From an optimization exercise on the open Yosys and OpenROAD flow, aimed at small area; shortcuts taken in it are not production practice. Only simulation tests tie the RTL to the original design; equivalence was not proved. Power figures rest on the tool's default switching activity, not on a simulated workload.

## flow/design.v

```verilog
module gaussian_noise (Y, select, clk, Y_hat, noise_debug, reset, state);
input [31:0] Y;
input [2:0] select;
input reset;
input clk;
output [31:0] Y_hat, noise_debug;
output [2:0] state;
reg [31:0] ch;   
reg [31:0] n0;   
reg [31:0] n1;   
reg [31:0] n2;   
reg [31:0] n3;   
reg [31:0] n4;   
reg [31:0] n5;   
wire x0 = ch[4] ^ ch[5];
wire x1 = ch[28] ^ ch[8];
wire x2 = x0 ^ x1;
wire x3 = ch[20] ^ ch[21];
wire x4 = ch[24] ^ ch[6];
wire x5 = ch[9] ^ x2;
wire x6 = x3 ^ x5;
wire x7 = ch[13] ^ x6;
wire x8 = ch[19] ^ x4;
wire x9 = ch[1] ^ ch[2];
wire x10 = ch[11] ^ x8;
wire x11 = ch[12] ^ x7;
wire x12 = ch[23] ^ ch[3];
wire x13 = ch[26] ^ ch[2];
wire x14 = ch[0] ^ ch[3];
wire x15 = ch[14] ^ ch[16];
wire x16 = ch[17] ^ ch[27];
wire x17 = ch[21] ^ ch[31];
wire x18 = ch[22] ^ ch[25];
wire x19 = ch[29] ^ x13;
wire x20 = ch[2] ^ ch[4];
wire x21 = ch[5] ^ x9;
wire x22 = x0 ^ x9;
wire x23 = x10 ^ x11;
wire x24 = x12 ^ x15;
wire x25 = x16 ^ x19;
wire chfb = ch[0] ^ ch[1] ^ x17;
wire h00 = ch[3] ^ x21;
wire h01 = ch[1] ^ ch[4];
wire h02 = x22;
wire h03 = x17 ^ x20;
wire h04 = ch[5] ^ x14;
wire h10 = x21;
wire h11 = ch[3] ^ x20;
wire h12 = x22;
wire h13 = x0 ^ x14;
wire h14 = ch[0] ^ ch[5];
wire b0 = ch[16] ^ x11 ^ x25;
wire b1 = x18 ^ x25 ^ x4 ^ x7;
wire b2 = x10 ^ x13 ^ x18 ^ x6;
wire b3 = ch[15] ^ ch[26] ^ x12 ^ x23;
wire b4 = x23 ^ x24;
wire b5 = x2 ^ x24 ^ x8;
wire [2:0] c0 = {2'b0,h00} + {2'b0,h01} + {2'b0,h02} + {2'b0,h03} + {2'b0,h04};   
wire [2:0] c1 = {2'b0,h10} + {2'b0,h11} + {2'b0,h12} + {2'b0,h13} + {2'b0,h14};   
wire [2:0] w0 = b0 ? 3'd6 - c0 : c0;   
wire [31:0] u0;   
wire [31:3] k0;   
assign u0[0] = w0[0];
assign u0[1] = n0[0] ^ w0[1];
assign u0[2] = n0[1] ^ w0[2] ^ (n0[0] & w0[1]);
assign k0[3] = (n0[1] & w0[2]) | ((n0[1] ^ w0[2]) & n0[0] & w0[1]);
genvar i0;
generate for (i0 = 3; i0 < 32; i0 = i0 + 1) begin : inc0
  assign u0[i0] = n0[i0-1] ^ k0[i0];
  if (i0 < 31) begin : cy
    assign k0[i0+1] = n0[i0-1] & k0[i0];
  end
end endgenerate
wire [2:0] w1 = b1 ? 3'd6 - c0 : c0;   
wire [31:0] u1;   
wire [31:3] k1;   
assign u1[0] = w1[0];
assign u1[1] = n1[0] ^ w1[1];
assign u1[2] = n1[1] ^ w1[2] ^ (n1[0] & w1[1]);
assign k1[3] = (n1[1] & w1[2]) | ((n1[1] ^ w1[2]) & n1[0] & w1[1]);
genvar i1;
generate for (i1 = 3; i1 < 32; i1 = i1 + 1) begin : inc1
  assign u1[i1] = n1[i1-1] ^ k1[i1];
  if (i1 < 31) begin : cy
    assign k1[i1+1] = n1[i1-1] & k1[i1];
  end
end endgenerate
wire [2:0] w2 = b2 ? 3'd6 - c0 : c0;   
wire [31:0] u2;   
wire [31:3] k2;   
assign u2[0] = w2[0];
assign u2[1] = n2[0] ^ w2[1];
assign u2[2] = n2[1] ^ w2[2] ^ (n2[0] & w2[1]);
assign k2[3] = (n2[1] & w2[2]) | ((n2[1] ^ w2[2]) & n2[0] & w2[1]);
genvar i2;
generate for (i2 = 3; i2 < 32; i2 = i2 + 1) begin : inc2
  assign u2[i2] = n2[i2-1] ^ k2[i2];
  if (i2 < 31) begin : cy
    assign k2[i2+1] = n2[i2-1] & k2[i2];
  end
end endgenerate
wire [2:0] w3 = b3 ? 3'd6 - c1 : c1;   
wire [31:0] u3;   
wire [31:3] k3;   
assign u3[0] = w3[0];
assign u3[1] = n3[0] ^ w3[1];
assign u3[2] = n3[1] ^ w3[2] ^ (n3[0] & w3[1]);
assign k3[3] = (n3[1] & w3[2]) | ((n3[1] ^ w3[2]) & n3[0] & w3[1]);
genvar i3;
generate for (i3 = 3; i3 < 32; i3 = i3 + 1) begin : inc3
  assign u3[i3] = n3[i3-1] ^ k3[i3];
  if (i3 < 31) begin : cy
    assign k3[i3+1] = n3[i3-1] & k3[i3];
  end
end endgenerate
wire [2:0] w4 = b4 ? 3'd6 - c1 : c1;   
wire [31:0] u4;   
wire [31:3] k4;   
assign u4[0] = w4[0];
assign u4[1] = n4[0] ^ w4[1];
assign u4[2] = n4[1] ^ w4[2] ^ (n4[0] & w4[1]);
assign k4[3] = (n4[1] & w4[2]) | ((n4[1] ^ w4[2]) & n4[0] & w4[1]);
genvar i4;
generate for (i4 = 3; i4 < 32; i4 = i4 + 1) begin : inc4
  assign u4[i4] = n4[i4-1] ^ k4[i4];
  if (i4 < 31) begin : cy
    assign k4[i4+1] = n4[i4-1] & k4[i4];
  end
end endgenerate
wire [2:0] w5 = b5 ? 3'd6 - c1 : c1;   
wire [31:0] u5;   
wire [31:3] k5;   
assign u5[0] = w5[0];
assign u5[1] = n5[0] ^ w5[1];
assign u5[2] = n5[1] ^ w5[2] ^ (n5[0] & w5[1]);
assign k5[3] = (n5[1] & w5[2]) | ((n5[1] ^ w5[2]) & n5[0] & w5[1]);
genvar i5;
generate for (i5 = 3; i5 < 32; i5 = i5 + 1) begin : inc5
  assign u5[i5] = n5[i5-1] ^ k5[i5];
  if (i5 < 31) begin : cy
    assign k5[i5+1] = n5[i5-1] & k5[i5];
  end
end endgenerate
always @(posedge clk or posedge reset) begin
  if (reset) begin
    ch <= 32'h0000006d;
    n0 <= 32'h5a5a5ade;
    n1 <= 32'h5f9e7ade;
    n2 <= 32'h419e5cde;
    n3 <= 32'h419c7c9c;
    n4 <= 32'h3d1c4c9c;
    n5 <= 32'h670a4c9c;
  end else begin
    ch <= {ch[30:0], chfb};
    n0 <= u0;
    n1 <= u1;
    n2 <= u2;
    n3 <= u3;
    n4 <= u4;
    n5 <= u5;
  end
end
wire [5:0] sel1h = {select == 3'd5, select == 3'd4, select == 3'd3, select == 3'd2, select == 3'd1, select == 3'd0};
wire [31:0] ng = ({32{sel1h[0]}} & n0) | ({32{sel1h[1]}} & n1) | ({32{sel1h[2]}} & n2) | ({32{sel1h[3]}} & n3) | ({32{sel1h[4]}} & n4) | ({32{sel1h[5]}} & n5);
wire [31:0] ns = ({32{sel1h[0]}} & (n0 >> 10)) | ({32{sel1h[1]}} & (n1 >> 8)) | ({32{sel1h[2]}} & (n2 >> 6)) | ({32{sel1h[3]}} & (n3 >> 4)) | ({32{sel1h[4]}} & (n4 >> 2)) | ({32{sel1h[5]}} & (n5 >> 0));
wire [31:0] yh_p = Y ^ ns;
wire [31:0] yh_g = Y & ns;
wire yh_G1 = yh_g[0] | (yh_p[0] & 1'b0);
wire yh_P1 = yh_p[0] & 1'b0;
wire yh_G2 = yh_g[2] | (yh_p[2] & yh_g[1]);
wire yh_P2 = yh_p[2] & yh_p[1];
wire yh_G3 = yh_g[4] | (yh_p[4] & yh_g[3]);
wire yh_P3 = yh_p[4] & yh_p[3];
wire yh_G4 = yh_g[6] | (yh_p[6] & yh_g[5]);
wire yh_P4 = yh_p[6] & yh_p[5];
wire yh_G5 = yh_g[8] | (yh_p[8] & yh_g[7]);
wire yh_P5 = yh_p[8] & yh_p[7];
wire yh_G6 = yh_g[10] | (yh_p[10] & yh_g[9]);
wire yh_P6 = yh_p[10] & yh_p[9];
wire yh_G7 = yh_g[12] | (yh_p[12] & yh_g[11]);
wire yh_P7 = yh_p[12] & yh_p[11];
wire yh_G8 = yh_g[14] | (yh_p[14] & yh_g[13]);
wire yh_P8 = yh_p[14] & yh_p[13];
wire yh_G9 = yh_g[16] | (yh_p[16] & yh_g[15]);
wire yh_P9 = yh_p[16] & yh_p[15];
wire yh_G10 = yh_g[18] | (yh_p[18] & yh_g[17]);
wire yh_P10 = yh_p[18] & yh_p[17];
wire yh_G11 = yh_g[20] | (yh_p[20] & yh_g[19]);
wire yh_P11 = yh_p[20] & yh_p[19];
wire yh_G12 = yh_g[22] | (yh_p[22] & yh_g[21]);
wire yh_P12 = yh_p[22] & yh_p[21];
wire yh_G13 = yh_g[24] | (yh_p[24] & yh_g[23]);
wire yh_P13 = yh_p[24] & yh_p[23];
wire yh_G14 = yh_g[26] | (yh_p[26] & yh_g[25]);
wire yh_P14 = yh_p[26] & yh_p[25];
wire yh_G15 = yh_g[28] | (yh_p[28] & yh_g[27]);
wire yh_P15 = yh_p[28] & yh_p[27];
wire yh_G16 = yh_g[30] | (yh_p[30] & yh_g[29]);
wire yh_P16 = yh_p[30] & yh_p[29];
wire yh_G17 = yh_g[1] | (yh_p[1] & yh_G1);
wire yh_P17 = yh_p[1] & yh_P1;
wire yh_G18 = yh_G2 | (yh_P2 & yh_G1);
wire yh_P18 = yh_P2 & yh_P1;
wire yh_G19 = yh_g[5] | (yh_p[5] & yh_G3);
wire yh_P19 = yh_p[5] & yh_P3;
wire yh_G20 = yh_G4 | (yh_P4 & yh_G3);
wire yh_P20 = yh_P4 & yh_P3;
wire yh_G21 = yh_g[9] | (yh_p[9] & yh_G5);
wire yh_P21 = yh_p[9] & yh_P5;
wire yh_G22 = yh_G6 | (yh_P6 & yh_G5);
wire yh_P22 = yh_P6 & yh_P5;
wire yh_G23 = yh_g[13] | (yh_p[13] & yh_G7);
wire yh_P23 = yh_p[13] & yh_P7;
wire yh_G24 = yh_G8 | (yh_P8 & yh_G7);
wire yh_P24 = yh_P8 & yh_P7;
wire yh_G25 = yh_g[17] | (yh_p[17] & yh_G9);
wire yh_P25 = yh_p[17] & yh_P9;
wire yh_G26 = yh_G10 | (yh_P10 & yh_G9);
wire yh_P26 = yh_P10 & yh_P9;
wire yh_G27 = yh_g[21] | (yh_p[21] & yh_G11);
wire yh_P27 = yh_p[21] & yh_P11;
wire yh_G28 = yh_G12 | (yh_P12 & yh_G11);
wire yh_P28 = yh_P12 & yh_P11;
wire yh_G29 = yh_g[25] | (yh_p[25] & yh_G13);
wire yh_P29 = yh_p[25] & yh_P13;
wire yh_G30 = yh_G14 | (yh_P14 & yh_G13);
wire yh_P30 = yh_P14 & yh_P13;
wire yh_G31 = yh_g[29] | (yh_p[29] & yh_G15);
wire yh_P31 = yh_p[29] & yh_P15;
wire yh_G32 = yh_G16 | (yh_P16 & yh_G15);
wire yh_P32 = yh_P16 & yh_P15;
wire yh_G33 = yh_g[3] | (yh_p[3] & yh_G18);
wire yh_P33 = yh_p[3] & yh_P18;
wire yh_G34 = yh_G3 | (yh_P3 & yh_G18);
wire yh_P34 = yh_P3 & yh_P18;
wire yh_G35 = yh_G19 | (yh_P19 & yh_G18);
wire yh_P35 = yh_P19 & yh_P18;
wire yh_G36 = yh_G20 | (yh_P20 & yh_G18);
wire yh_P36 = yh_P20 & yh_P18;
wire yh_G37 = yh_g[11] | (yh_p[11] & yh_G22);
wire yh_P37 = yh_p[11] & yh_P22;
wire yh_G38 = yh_G7 | (yh_P7 & yh_G22);
wire yh_P38 = yh_P7 & yh_P22;
wire yh_G39 = yh_G23 | (yh_P23 & yh_G22);
wire yh_P39 = yh_P23 & yh_P22;
wire yh_G40 = yh_G24 | (yh_P24 & yh_G22);
wire yh_P40 = yh_P24 & yh_P22;
wire yh_G41 = yh_g[19] | (yh_p[19] & yh_G26);
wire yh_P41 = yh_p[19] & yh_P26;
wire yh_G42 = yh_G11 | (yh_P11 & yh_G26);
wire yh_P42 = yh_P11 & yh_P26;
wire yh_G43 = yh_G27 | (yh_P27 & yh_G26);
wire yh_P43 = yh_P27 & yh_P26;
wire yh_G44 = yh_G28 | (yh_P28 & yh_G26);
wire yh_P44 = yh_P28 & yh_P26;
wire yh_G45 = yh_g[27] | (yh_p[27] & yh_G30);
wire yh_P45 = yh_p[27] & yh_P30;
wire yh_G46 = yh_G15 | (yh_P15 & yh_G30);
wire yh_P46 = yh_P15 & yh_P30;
wire yh_G47 = yh_G31 | (yh_P31 & yh_G30);
wire yh_P47 = yh_P31 & yh_P30;
wire yh_G48 = yh_G32 | (yh_P32 & yh_G30);
wire yh_P48 = yh_P32 & yh_P30;
wire yh_G49 = yh_g[7] | (yh_p[7] & yh_G36);
wire yh_P49 = yh_p[7] & yh_P36;
wire yh_G50 = yh_G5 | (yh_P5 & yh_G36);
wire yh_P50 = yh_P5 & yh_P36;
wire yh_G51 = yh_G21 | (yh_P21 & yh_G36);
wire yh_P51 = yh_P21 & yh_P36;
wire yh_G52 = yh_G22 | (yh_P22 & yh_G36);
wire yh_P52 = yh_P22 & yh_P36;
wire yh_G53 = yh_G37 | (yh_P37 & yh_G36);
wire yh_P53 = yh_P37 & yh_P36;
wire yh_G54 = yh_G38 | (yh_P38 & yh_G36);
wire yh_P54 = yh_P38 & yh_P36;
wire yh_G55 = yh_G39 | (yh_P39 & yh_G36);
wire yh_P55 = yh_P39 & yh_P36;
wire yh_G56 = yh_G40 | (yh_P40 & yh_G36);
wire yh_P56 = yh_P40 & yh_P36;
wire yh_G57 = yh_g[23] | (yh_p[23] & yh_G44);
wire yh_P57 = yh_p[23] & yh_P44;
wire yh_G58 = yh_G13 | (yh_P13 & yh_G44);
wire yh_P58 = yh_P13 & yh_P44;
wire yh_G59 = yh_G29 | (yh_P29 & yh_G44);
wire yh_P59 = yh_P29 & yh_P44;
wire yh_G60 = yh_G30 | (yh_P30 & yh_G44);
wire yh_P60 = yh_P30 & yh_P44;
wire yh_G61 = yh_G45 | (yh_P45 & yh_G44);
wire yh_P61 = yh_P45 & yh_P44;
wire yh_G62 = yh_G46 | (yh_P46 & yh_G44);
wire yh_P62 = yh_P46 & yh_P44;
wire yh_G63 = yh_G47 | (yh_P47 & yh_G44);
wire yh_P63 = yh_P47 & yh_P44;
wire yh_G64 = yh_G48 | (yh_P48 & yh_G44);
wire yh_P64 = yh_P48 & yh_P44;
wire yh_G65 = yh_g[15] | (yh_p[15] & yh_G56);
wire yh_P65 = yh_p[15] & yh_P56;
wire yh_G66 = yh_G9 | (yh_P9 & yh_G56);
wire yh_P66 = yh_P9 & yh_P56;
wire yh_G67 = yh_G25 | (yh_P25 & yh_G56);
wire yh_P67 = yh_P25 & yh_P56;
wire yh_G68 = yh_G26 | (yh_P26 & yh_G56);
wire yh_P68 = yh_P26 & yh_P56;
wire yh_G69 = yh_G41 | (yh_P41 & yh_G56);
wire yh_P69 = yh_P41 & yh_P56;
wire yh_G70 = yh_G42 | (yh_P42 & yh_G56);
wire yh_P70 = yh_P42 & yh_P56;
wire yh_G71 = yh_G43 | (yh_P43 & yh_G56);
wire yh_P71 = yh_P43 & yh_P56;
wire yh_G72 = yh_G44 | (yh_P44 & yh_G56);
wire yh_P72 = yh_P44 & yh_P56;
wire yh_G73 = yh_G57 | (yh_P57 & yh_G56);
wire yh_P73 = yh_P57 & yh_P56;
wire yh_G74 = yh_G58 | (yh_P58 & yh_G56);
wire yh_P74 = yh_P58 & yh_P56;
wire yh_G75 = yh_G59 | (yh_P59 & yh_G56);
wire yh_P75 = yh_P59 & yh_P56;
wire yh_G76 = yh_G60 | (yh_P60 & yh_G56);
wire yh_P76 = yh_P60 & yh_P56;
wire yh_G77 = yh_G61 | (yh_P61 & yh_G56);
wire yh_P77 = yh_P61 & yh_P56;
wire yh_G78 = yh_G62 | (yh_P62 & yh_G56);
wire yh_P78 = yh_P62 & yh_P56;
wire yh_G79 = yh_G63 | (yh_P63 & yh_G56);
wire yh_P79 = yh_P63 & yh_P56;
wire yh_G80 = yh_G64 | (yh_P64 & yh_G56);
wire yh_P80 = yh_P64 & yh_P56;
wire yh_G81 = yh_g[31] | (yh_p[31] & yh_G80);
wire yh_P81 = yh_p[31] & yh_P80;
wire [31:0] yh = yh_p ^ {yh_G80, yh_G79, yh_G78, yh_G77, yh_G76, yh_G75, yh_G74, yh_G73, yh_G72, yh_G71, yh_G70, yh_G69, yh_G68, yh_G67, yh_G66, yh_G65, yh_G56, yh_G55, yh_G54, yh_G53, yh_G52, yh_G51, yh_G50, yh_G49, yh_G36, yh_G35, yh_G34, yh_G33, yh_G18, yh_G17, yh_G1, 1'b0};
assign Y_hat = yh;
assign noise_debug = ng;
assign state = select;
endmodule
```

## flow/flow/run.sh

```bash
#!/bin/bash
# Standard ORFS layout, with the port buffers inserted as the smallest buffer cell.
# Each tool's full log is kept by ORFS under orfs/logs/; make's own output goes to flow_make.log.
set -euo pipefail
bash standard.sh BUFFER_PORTS_ARGS="-buffer_cell sky130_fd_sc_hd__buf_1" finish > flow_make.log 2>&1
```

## flow/standard.sh

```bash
#!/bin/bash
# synth_recipe.tcl (not shown) runs the flow's synth.tcl, then flattens the netlist and writes it again
# the make line also repeats each setting of config.mk as NAME=value (left out here)
make -C /OpenROAD-flow-scripts/flow DESIGN_CONFIG=/design/flow/config.mk WORK_HOME=/design/flow/orfs CLKGATE_MAP_FILE= SYNTH_SCRIPT=/design/flow/synth_recipe.tcl "${@:-finish}"
```

## flow/config.mk

```make
export PLATFORM = sky130hd
export DESIGN_NAME = gaussian_noise
export DESIGN_NICKNAME = gaussian_noise
export VERILOG_FILES = /design/flow/design.v
export SDC_FILE = /design/flow/constraint.sdc
export NUM_CORES = 4
export LEC_CHECK = 0
export CAP_MARGIN = 20
export CORE_MARGIN = 2
export CORE_UTILIZATION = 50
export CTS_BUF_LIST = sky130_fd_sc_hd__clkbuf_16
export CTS_CLUSTER_DIAMETER = 100
export CTS_CLUSTER_SIZE = 24
export SLEW_MARGIN = 20
```

## flow/constraint.sdc

```tcl
create_clock -name core_clock -period 15.0 [get_ports {clk}]
set_input_delay 3.0000 -clock core_clock [delete_from_list [all_inputs] [get_ports {clk}]]
set_output_delay 3.0000 -clock core_clock [all_outputs]
set_load 0.01 [all_outputs]
```

==> reports/qor.txt, run 1 <==
outcome: no timing/DRC/antenna violations
Setup-failing EPs final: 0
Rows: 56
initial antenna violation count: 0
H-tree lvl count: 1
share of the synthesized area in the top cell type: 24.1%
clock buffer depth: 3
Final Cycle Share: 69.3%
Post-Synthesis Cells: 942
Top FF cell, synth: dfrtp_1
Final Max Tran Viols: 0
Post-synth ARST share: 100%
global-route wire length before repair: 43000 um
CP Class: in -> out
leakage dissipation: 6.78 nW
Residual DRC: 0
drt wl/cell: 19.8 um
worst skew pair latency: 0.47 ns
RSZ-0062 raised after global routing: no
largest area contributor in the synthesized netlist: dfrtp_1
Core Util, Final: 55.4%
starting density of the core: 50.7%
CTS buffer count: 13
Seq/Total Area, Yosys: 47.5%
Antenna Violating Nets Remaining: 0
# fillers: 2054
Slew @ Worst Pin: 0.912 ns
Syn Area/Cell: 12.6 um2
Fmax: 0.0962 GHz
Pre-antenna DRT Iters: 5
Port Buffer Count: 103
final setup margin: 4.60 ns
Die Span Y: 158 um
vias in the first global route: 7968
DP Worst Slack: 4.58 ns
Core ar.: 23400 um2
Area growth syn-to-layout: 9.26%
Final nets: 1291
die area: 25000 um2
final hold vios: 0
Power Dens Cells: 77.1 nW/um2
WP data required: 12.00 ns
Die X-Extent: 158 um
worst-path maximum fanout: 38
vias per inst: 5.73
WHS: 0.357 ns
Post-synth EDFFs: 0
Syn Nets: 1202
CP arrival: 7.40 ns
warnings from Yosys: 1
crit end category: output pin
CTS tree: built
PostCTS Resize Cnt: 0
Period minus WS final: 10.40 ns
Hold Buf Count CTS: 0
# Post-CTS Setup Buffers: 0
Slew HR: 39.2%
num ports: 104
layout cells sized above 1: 15.1%
GRT Util Overall: 22.2%
largest net degree at the start of global routing: 148
top cells by area, synth: dfrtp_1, dfstp_2, ha_1
antenna cell count: 0
setup TNS: 0 ns
clock sink count: 220
vias: 7769
Pwr Total: 0.000999 W
GRT Residual Overflow: 0
skew final: 0.0276 ns
Root Buffer: clkbuf_16
Worst Hold Class: reg -> reg
Max Cap Viol: 0
clock transition at the registers of the reported paths: 0.09 ns
Cell variety after synth: 49
Placer Congestion: 0.868
Synth Cell Area: 11900 um2
top cells by count, synth: ha_1, a22oi_1, dfrtp_1
#FFs+latches synth: 220
Max VDD drop: 0.0817 mV
Iter 0 DRT Violations: 639
most numerous cell in the Yosys netlist: ha_1
Routed WL: 26800 um
dpl hpwl: 20300 um
Startpoint Class: input port
through the flow:
stage | std cells | cell area [um2]
final | 1355 | 13000
after global routing | 1355 | 13000
after CTS | 1355 | 13000
after detailed placement | 1335 | 12600
after global placement | 1335 | 12600
after floorplan | 942 | 11900
layout by cell type (no fill, tap or decap), drive strengths merged, types with 2 or more instances in the layout:
| cell type | count |
|---|---|
| a31o | 8 |
| dfrtp | 114 |
| and4 | 4 |
| ha | 213 |
| a22o | 2 |
| a211oi | 2 |
| mux2i | 8 |
| dfstp | 106 |
| a22oi | 127 |
| fa | 10 |
| buf | 112 |
| nand3 | 32 |
| nor2 | 17 |
| xnor2 | 50 |
| mux2 | 8 |
| o211ai | 2 |
| a221o | 2 |
| xor2 | 38 |
| nand2b | 3 |
| o21ai | 11 |
| nand4b | 2 |
| inv | 17 |
| nor3 | 4 |
| a21boi | 2 |
| clkinv | 3 |
| a21o | 10 |
| and2 | 3 |
| nor2b | 2 |
| nand4 | 28 |
| a21oi | 20 |
| clkbuf | 13 |
| nand2 | 52 |
kinds of logic (layout without fill, tap and decap cells):
| kind of cell | Yosys count | after routing | synth area share (%) |
|---|---|---|---|
| AOI/OAI and AO/OA | 192 | 192 | 11.7 |
| adders and majority gates | 223 | 223 | 24.2 |
| and+or+nand+nor | 151 | 151 | 6.28 |
| xor gates and xnor gates | 88 | 88 | 7.01 |
| DFF | 220 | 220 | 47.5 |
| muxes | 16 | 16 | 1.44 |
| buffers and inverters | 52 | 146 | 1.90 |
per-layer routing:
metal | part of all wire, % | up-vias | global-route usage (%) | wire [um]
met5 | 0 | - | 0 | 0
met4 | 2.0 | 0 | 4.93 | 544
met3 | 5.4 | 38 | 3.12 | 1450
met2 | 45 | 227 | 34.7 | 12100
met1 | 47 | 3828 | 32.8 | 12700
li1 | - | 3676 | - | -
registers in the layout (all words and copies together) (netlist names):
| register | cells |
|---|---|
| ch | 32 |
| n0 | 31 |
| n1 | 31 |
| n2 | 32 |
| n3 | 31 |
| n4 | 31 |
| n5 | 32 |
critical path, stage by stage:
cell,delay (ns)
buf_1,0.50
nand2b_1,0.36
nor2_4,0.45
buf_4,0.48
a22oi_1,0.14
nand3_1,0.12
ha_1,0.29
and4_1,0.26
and4_1,0.22
nand4_1,0.09
nand2_1,0.16
a21oi_1,0.33
o21ai_0,0.23
a21o_1,0.24
a21oi_1,0.17
xnor2_1,0.14
buf_1,0.17
power breakdown:
part	internal [W]	leakage [nW]	total [W]	switching [W]
Combinational	0.0000117	3.90	0.0000485	0.0000368
Clock	0.000161	0.190	0.000356	0.000195
Sequential	0.000594	2.69	0.000594	0
Total	0.000767	6.78	0.000999	0.000232
final cells by class:
| cell class | instances | area [um2] | area share, % |
|---|---|---|---|
| tap | 319 | 399 | 3.08 |
| inverter | 14 | 65.1 | 0.502 |
| clock inverter | 7 | 42.5 | 0.328 |
| clock buffer | 13 | 325 | 2.51 |
| timing repair buffer | 112 | 454 | 3.51 |
| multi-input combinational | 670 | 6030 | 46.6 |
| sequential | 220 | 5640 | 43.5 |
worst paths after layout:
path / startpoint / to / slack (ns) / cells past startpoint
worst min-delay path: ch[18] / ch[19] / 0.36 / 0
worst max register to register: ch[4] / n2[31] / 5.97 / 39
worst max-delay path: select[2] / Y_hat[30] / 4.60 / 17
min in group asynchronous: reset / ch[29] / 2.68 / 2
max in group asynchronous: reset / n4[13] / 10.89 / 3
worst min register to register: ch[18] / ch[19] / 0.36 / 0
==> inputs of run 2 (changes only) <==
--- a/flow/config.mk
+++ b/flow/config.mk
@@ -7,8 +7,8 @@
 export LEC_CHECK = 0
 export CAP_MARGIN = 20
 export CORE_MARGIN = 2
-export CORE_UTILIZATION = 50
-export CTS_BUF_LIST = sky130_fd_sc_hd__clkbuf_16
-export CTS_CLUSTER_DIAMETER = 100
-export CTS_CLUSTER_SIZE = 24
+export CORE_UTILIZATION = 40
+export CTS_BUF_LIST = sky130_fd_sc_hd__clkbuf_4
+export CTS_CLUSTER_DIAMETER = 40
+export CTS_CLUSTER_SIZE = 10
 export SLEW_MARGIN = 20
==> run 2 against run 1 <==
  * Synthesized cell count stayed put
  * Clock-buffer cell count increased by 27
  * Sequential cell count stayed put
  * Synthesized area is the same
  * Clock skew up 0.037 ns
  * Critical endpoint unchanged
  * Register-to-register slack about the same
  * Setup slack improved by 0.15 ns
  * Final area increased by 1.1%
  * Still clean on timing, DRC and antenna
  * Power is 1.5% higher
  * Critical path depth unchanged
  * Via count up 3.0%
==> reports/qor.txt, run 2 <==
area occupied by registers: 5640 um2
layout cells sized above 1: 18.6%
Post-synth ARST share: 100%
Port Buffer Count: 103
H-tree lvl count: 2
drt wl/cell: 18.5 um
Core ar.: 29400 um2
RSZ-0062 raised after global routing: no
PostCTS Resize Cnt: 0
Post-Layout Cell Count: 1471
Final nets: 1313
CP Class: in -> out
worst skew pair latency: 0.67 ns
global-route wire length before repair: 43900 um
Max Cap Viol: 0
Top FF cell, synth: dfrtp_1
Post-synth EDFFs: 0
dpl hpwl: 20100 um
DP Worst Slack: 4.68 ns
clock buffer depth: 3
hold path depth: 0
CP Capture Point: Y_hat[30]
final setup margin: 4.75 ns
Synth Cell Area: 11900 um2
Area growth syn-to-layout: 10.5%
crit end category: output pin
Rows: 63
setup TNS: 0 ns
Die X-Extent: 176 um
Final Cycle Share: 68.3%
Routed WL: 27200 um
Cell variety after synth: 49
GRT Residual Overflow: 0
most frequent cells in the layout: ha_1, a22oi_1, dfrtp_1, dfstp_2, buf_1
Period minus WS final: 10.25 ns
share of the synthesized area in the top cell type: 24.1%
CP arrival: 7.25 ns
Seq/Total Area, Yosys: 47.5%
CTS tree: built
Die Span Y: 176 um
multi-input logic area: 6030 um2
GRT met2 Usage: 28.6%
Startpoint Class: input port
M1 GR Usage: 25.0%
Slew @ Worst Pin: 0.997 ns
num ports: 104
most numerous cell in the Yosys netlist: ha_1
Syn Area/Cell: 12.6 um2
vias in the first global route: 8302
Critical R2R Capture: n1[31]
starting density of the core: 40.3%
CTS buffer count: 35
Worst setup startpoint: select[2]
most common cell after layout, fill and taps aside: ha_1
largest net degree at the start of global routing: 92
R2R Path Start: ch[4]
largest area contributor in the synthesized netlist: dfrtp_1
Hold Buf Count CTS: 0
Residual DRC: 0
warnings from Yosys: 1
Antenna Violating Nets Remaining: 0
Slew HR: 33.5%
#FFs+latches synth: 220
Setup-failing EPs final: 0
Power Dens Cells: 77.4 nW/um2
Iter 0 DRT Violations: 552
busiest layer in global routing: met2
worst-path maximum fanout: 53
Syn Nets: 1202
clock sink count: 220
register-to-register setup slack: 5.98 ns
leakage dissipation: 6.85 nW
Max VDD drop: 0.0425 mV
Post-Synthesis Cells: 942
Root Buffer: clkbuf_4
final hold vios: 0
WHS: 0.358 ns
Fmax: 0.0976 GHz
initial antenna violation count: 1
# Post-CTS Setup Buffers: 0
worst reg2reg path depth: 39
Placed Instances: 1406
biggest regs: ch x32, n2 x32, n5 x32
clock transition at the registers of the reported paths: 0.09 ns
vias: 8004
WP data required: 12.00 ns
Worst Hold Class: reg -> reg
# fillers: 2761
GRT Util Overall: 18.1%
Final Max Tran Viols: 0
vias per inst: 5.44
Placer Congestion: 0.869
top cells by area, synth: dfrtp_1, dfstp_2, ha_1
Pre-antenna DRT Iters: 5
met3 Resource Use GR: 2.89%
outcome: no timing/DRC/antenna violations
skew final: 0.0648 ns
die area: 31000 um2
top cells by count, synth: ha_1, a22oi_1, dfrtp_1
-- run 2: cell counts after synthesis --
Identical to the previous run, type by type.
-- run 2: layout make-up --
type                            instances  area share (%)
Multi-Input combinational cell        670            46.0
Sequential cell                       220            43.0
Tap cell                              390            3.72
Timing Repair Buffer                  112            3.47
Clock buffer                           40            2.29
Clock inverter                         24           0.993
Inverter                               14           0.458
Antenna cell                            1          0.0191
-- run 2: how the worst min path moves through the flow --
stage / slack (ns) / from / endpoint
CTS: 0.36 / ch[30] / ch[31]
floorplan: 0.33 / ch[10] / ch[11]
global placement: 0.33 / ch[18] / ch[19]
global route: 0.39 / ch[30] / ch[31]
detailed placement: 0.34 / ch[18] / ch[19]
finish: 0.36 / ch[30] / ch[31]
-- run 2: where the power goes --
group	switching, W	internal (W)
sequential	0	0.000594
clock	0.000234	0.000138
combinational	0.0000366	0.0000117
-- run 2: cell families (layout without fill, tap and decap cells) --
group | count (synthesis) | in the layout | share of synthesized area [%]
buffers and inverters | 52 | 190 | 1.90
DFF | 220 | 220 | 47.5
and+or+nand+nor | 151 | 151 | 6.28
muxes | 16 | 16 | 1.44
AOI/OAI and AO/OA | 192 | 192 | 11.7
other | 0 | 1 | 0
xor gates and xnor gates | 88 | 88 | 7.01
adders and majority gates | 223 | 223 | 24.2
-- run 2: stage by stage --
step	instance area [um2]	total power (W)	util (%)
final	13100	0.00101	44.6
after floorplan	11900	0.000636	-
after global routing	13100	0.00106	44.6
after detailed placement	12700	0.000654	43.1
after CTS	13100	0.00103	44.6
after global placement	12700	0.000654	43.1
-- run 2: layer usage --
metal  up-vias  part of all wire [%]
li1       3742                     -
met1      3961                    46
met2       235                    46
met3        66                   5.3
met4         0                   3.4
met5         -                     0
-- run 2: critical path, stage by stage --
cell      delay, ns
buf_1          0.48
nand2b_1       0.34
nor2_4         0.14
buf_4          0.50
nand2_1        0.19
nand4_1        0.23
ha_1           0.28
a211oi_1       0.30
o211ai_1       0.18
nand4_1        0.12
nand2_1        0.17
a21oi_1        0.35
o21ai_0        0.23
a21o_1         0.24
a21oi_1        0.17
xnor2_1        0.14
buf_1          0.17
==> inputs of run 3 (changes only) <==
==> flow/flow/run.sh (replaced) <==
#!/bin/bash
# Standard ORFS layout with two changes:
#  - synthesis maps with flow/abc_map.script (an area-oriented ABC mapping);
#    everything else in the
#    synthesis, including register mapping and naming, is the standard script;
#  - the port buffers are the smallest buffer cell.
# ORFS keeps each tool's full log under orfs/logs/; make's own output is in flow_make.log.
set -euo pipefail
here=$(pwd)
{
  echo "proc abc {args} { set i [lsearch \$args -script]; if {\$i >= 0} { lset args [expr {\$i+1}] $here/flow/abc_map.script }; yosys abc {*}\$args }"
  cat synth_recipe.tcl
} > my_synth.tcl
bash standard.sh SYNTH_SCRIPT=$here/my_synth.tcl BUFFER_PORTS_ARGS="-buffer_cell sky130_fd_sc_hd__buf_1" finish > flow_make.log 2>&1
==> flow/flow/abc_map.script (new file) <==
strash
dch
map -a
topo
--- a/flow/config.mk
+++ b/flow/config.mk
@@ -8,7 +8,7 @@
 export CAP_MARGIN = 20
 export CORE_MARGIN = 2
 export CORE_UTILIZATION = 40
-export CTS_BUF_LIST = sky130_fd_sc_hd__clkbuf_4
-export CTS_CLUSTER_DIAMETER = 40
-export CTS_CLUSTER_SIZE = 10
+export CTS_BUF_LIST = sky130_fd_sc_hd__clkbuf_16
+export CTS_CLUSTER_DIAMETER = 100
+export CTS_CLUSTER_SIZE = 24
 export SLEW_MARGIN = 20
==> run 3 against run 2 <==
  * Synthesized cell count up 15%
  * Wire length down 3.4%
  * Clock power decreased by 2%
  * Clock-buffer cell count is 27 lower
  * Die area is 0.83% lower
  * Maximum frequency is 12% lower
  * Sequential share of layout area increased by 0.15 points
  * Critical path type unchanged
  * Cell count up 8.2%
==> reports/qor.txt, run 3 <==
critical path's largest stage delay: 0.61 ns
Top FF cell, synth: dfrtp_1
Startpoint Class: input port
Antenna Violating Nets Remaining: 0
clock sink count: 220
leakage dissipation: 6.73 nW
Pre-antenna DRT Iters: 5
GRT met2 Usage: 31.3%
initial antenna violation count: 0
Slowest cell on crit path: o21ai_0
fin area: 13100 um2
Worst Hold Class: reg -> reg
clock power share: 36.2%
global-route wire length before repair: 43000 um
Placer Congestion: 0.828
Final Max Tran Viols: 0
vias per inst: 5.04
# Post-CTS Setup Buffers: 0
starting density of the core: 40.7%
Setup-failing EPs final: 0
top cells by count, synth: ha_1, clkinv_1, nand2_1
vias in the first global route: 8474
clock transition at the registers of the reported paths: 0.09 ns
Final Cycle Share: 77.8%
Slew HR: 46.1%
largest area contributor in the synthesized netlist: dfrtp_1
outcome: no timing/DRC/antenna violations
#FFs+latches synth: 220
Hold Crit Start: ch[10]
Post-synth ARST share: 100%
Post-Synthesis Cells: 1080
R2R Path Start: ch[5]
CTS tree: built
most numerous cell in the Yosys netlist: ha_1
GRT Util Overall: 17.7%
crit end category: output pin
antenna cell count: 0
placed cell areas: 12700 um2
CP Class: in -> out
clock buffer depth: 3
num ports: 104
Logic pwr share: 4.5%
sw frac: 23.4%
Max Cap Viol: 0
worst-path maximum fanout: 19
Routed WL: 26300 um
Period minus WS final: 11.66 ns
Iter 0 DRT Violations: 425
share of the synthesized area in the top cell type: 24.3%
dpl hpwl: 20700 um
Die X-Extent: 175 um
CTS buffer count: 13
Core ar.: 28900 um2
Die Span Y: 175 um
NetSw: 0.000234 W
H-tree lvl count: 1
Fmax: 0.0857 GHz
setup TNS: 0 ns
PostCTS Resize Cnt: 0
warnings from Yosys: 1
Reg power frac: 59.3%
WP data required: 12.00 ns
drt wl/cell: 16.5 um
internal power: 0.000768 W
most common cell after layout, fill and taps aside: ha_1
Slew @ Worst Pin: 0.809 ns
Syn Nets: 1340
Synth Cell Area: 11800 um2
most frequent cells in the layout: ha_1, clkinv_1, nand2_1, dfrtp_1, nor2_1
Worst setup startpoint: select[2]
Rows: 62
Final nets: 1462
RSZ-0062 raised after global routing: no
worst skew pair latency: 0.47 ns
largest net degree at the start of global routing: 102
Post-synth EDFFs: 0
critical-path cell list: buf_1 -> clkinv_1 -> nand2_1 -> clkinv_1 -> nand2_1 -> nand2_1 -> nor4_1 -> clkinv_1 -> ha_1 -> nand2_1 -> nor2_1 -> a211oi_1 -> o21ai_0 -> nand3_1 -> nand2_1 -> clkinv_1 -> o21ai_0 -> clkinv_1 -> nor4_1 -> nor3_1 -> xor2_1 -> buf_1
busiest layer in global routing: met2
layout cells sized above 1: 12.0%
Max VDD drop: 0.0789 mV
Syn Area/Cell: 10.9 um2
Seq/Total Area, Yosys: 48.0%
Port Buffer Count: 103
Residual DRC: 0
top cells by area, synth: dfrtp_1, dfstp_2, ha_1
Power Dens Cells: 76.7 nW/um2
Hold Buf Count CTS: 0
met3 Resource Use GR: 1.97%
CP arrival: 8.66 ns
Area growth syn-to-layout: 11.1%
Root Buffer: clkbuf_16
M1 GR Usage: 23.7%
die area: 30800 um2
skew final: 0.0195 ns
vias: 8031
biggest regs: ch x32, n2 x32, n5 x32
final hold vios: 0
Cell variety after synth: 31
GRT Residual Overflow: 0
-- run 3: changes by cell type in the layout (fill, tap and decap cells not counted), sizes merged, moves of 11 or more --
cell and change:
a21oi +19, a22oi -119, clkbuf -27, clkinv +115, inv -11, nand2 +68, nand3 -15, nor2 +92
nor3 +18, nor4 +12, xnor2 -22, xor2 +17
-- run 3: logic make-up (layout without fill, tap and decap cells) --
group	Yosys count	in the layout	synth area share [%]
AO/OA/AOI/OAI	97	97	5.17
buffers and inverters	134	262	4.37
adder cells (fa/ha/maj)	223	223	24.4
XOR/XNOR	83	83	6.18
flip-flops	220	220	48.0
AND/OR/NAND/NOR	323	323	12.0
-- run 3: critical path: cells and delay by family --
kind | cells | cell delay, ns
fa+ha+maj | 1 | 0.29
xor+xnor | 1 | 0.14
buf+inv | 7 | 1.79
simple gates | 10 | 2.23
compound gates | 3 | 1.18
-- run 3: final cells by class --
type / instances / area [um2]
fill: 2808 / 15800
sequential: 220 / 5640
multi-input combinational: 726 / 5630
inverter: 131 / 499
tap: 384 / 480
timing repair buffer: 110 / 439
clock buffer: 13 / 325
clock inverter: 8 / 47.5
-- run 3: path summary, 6_finish.rpt --
path	to	slack, ns	cells past startpoint
worst max-delay path	Y_hat[31]	3.34	22
worst min-delay path	ch[11]	0.36	0
worst max register to register	n4[31]	5.97	38
worst min register to register	ch[11]	0.36	0
max in group asynchronous	n5[16]	11.08	3
min in group asynchronous	n1[29]	2.65	2
-- run 3: power by group through the flow --
stage                     sequential (W)  combinational (W)  clock (W)
final                           0.000594          0.0000451   0.000362
after CTS                       0.000594          0.0000464   0.000376
after detailed placement        0.000605          0.0000463          0
after floorplan                 0.000605          0.0000272          0
after global routing            0.000594          0.0000513   0.000398
after global placement          0.000605          0.0000453          0
-- run 3: layer usage --
layer | share of wire, % | up-vias
li1 | - | 3908
met1 | 46 | 3944
met2 | 49 | 159
met5 | 0 | -
met4 | 1.4 | 0
met3 | 3.8 | 20
-- run 3: stage by stage --
step           worst slack, ns  total power [W]  util (%)  instances  hold WS (ns)
2_1_floorplan             4.44         0.000632         -       1080         0.331
5_1_grt                   2.57          0.00104      45.3       1592         0.367
3_3_place_gp              3.54         0.000650      43.9       1571         0.334
6_report                  3.34          0.00100      45.3       1592         0.355
3_5_place_dp              3.29         0.000651      43.9       1571         0.335
4_1_cts                   3.28          0.00102      45.2       1592         0.351

[port drivers added, routing unchanged]
How much do the figures lean on ideal ports? The routed layouts below were timed once more, with nothing changed but the port constraints.
Step 1 assumes that a clkbuf_16 drives the clock port and a buf_2 every other input.
Step 2 adds t to the input delays and takes it off the output delays; t is the mean of the earliest and latest rising clock arrival at the registers after step 1. Input paths then give back, and output paths get back, about the clock's delay inside the block.
Three values: ideal ports, drivers, drivers and shift; two values: the first two.
run | t, ns | setup slack, ns | worst setup path at the end | slew at the worst register clock pin (ns)
run 1 | 0.499 | 4.602 / 4.578 / 4.578 | input to output | 0.10 / 0.10
run 2 | 0.679 | 4.749 / 4.722 / 4.722 | input to output | 0.11 / 0.11
run 3 | 0.510 | 3.336 / 3.313 / 3.313 | input to output | 0.10 / 0.10
After both steps every run listed still meets setup and hold. The setup slack of run 2, which loses most, moves by -0.027 ns with the drivers and by -0.027 ns with both steps.
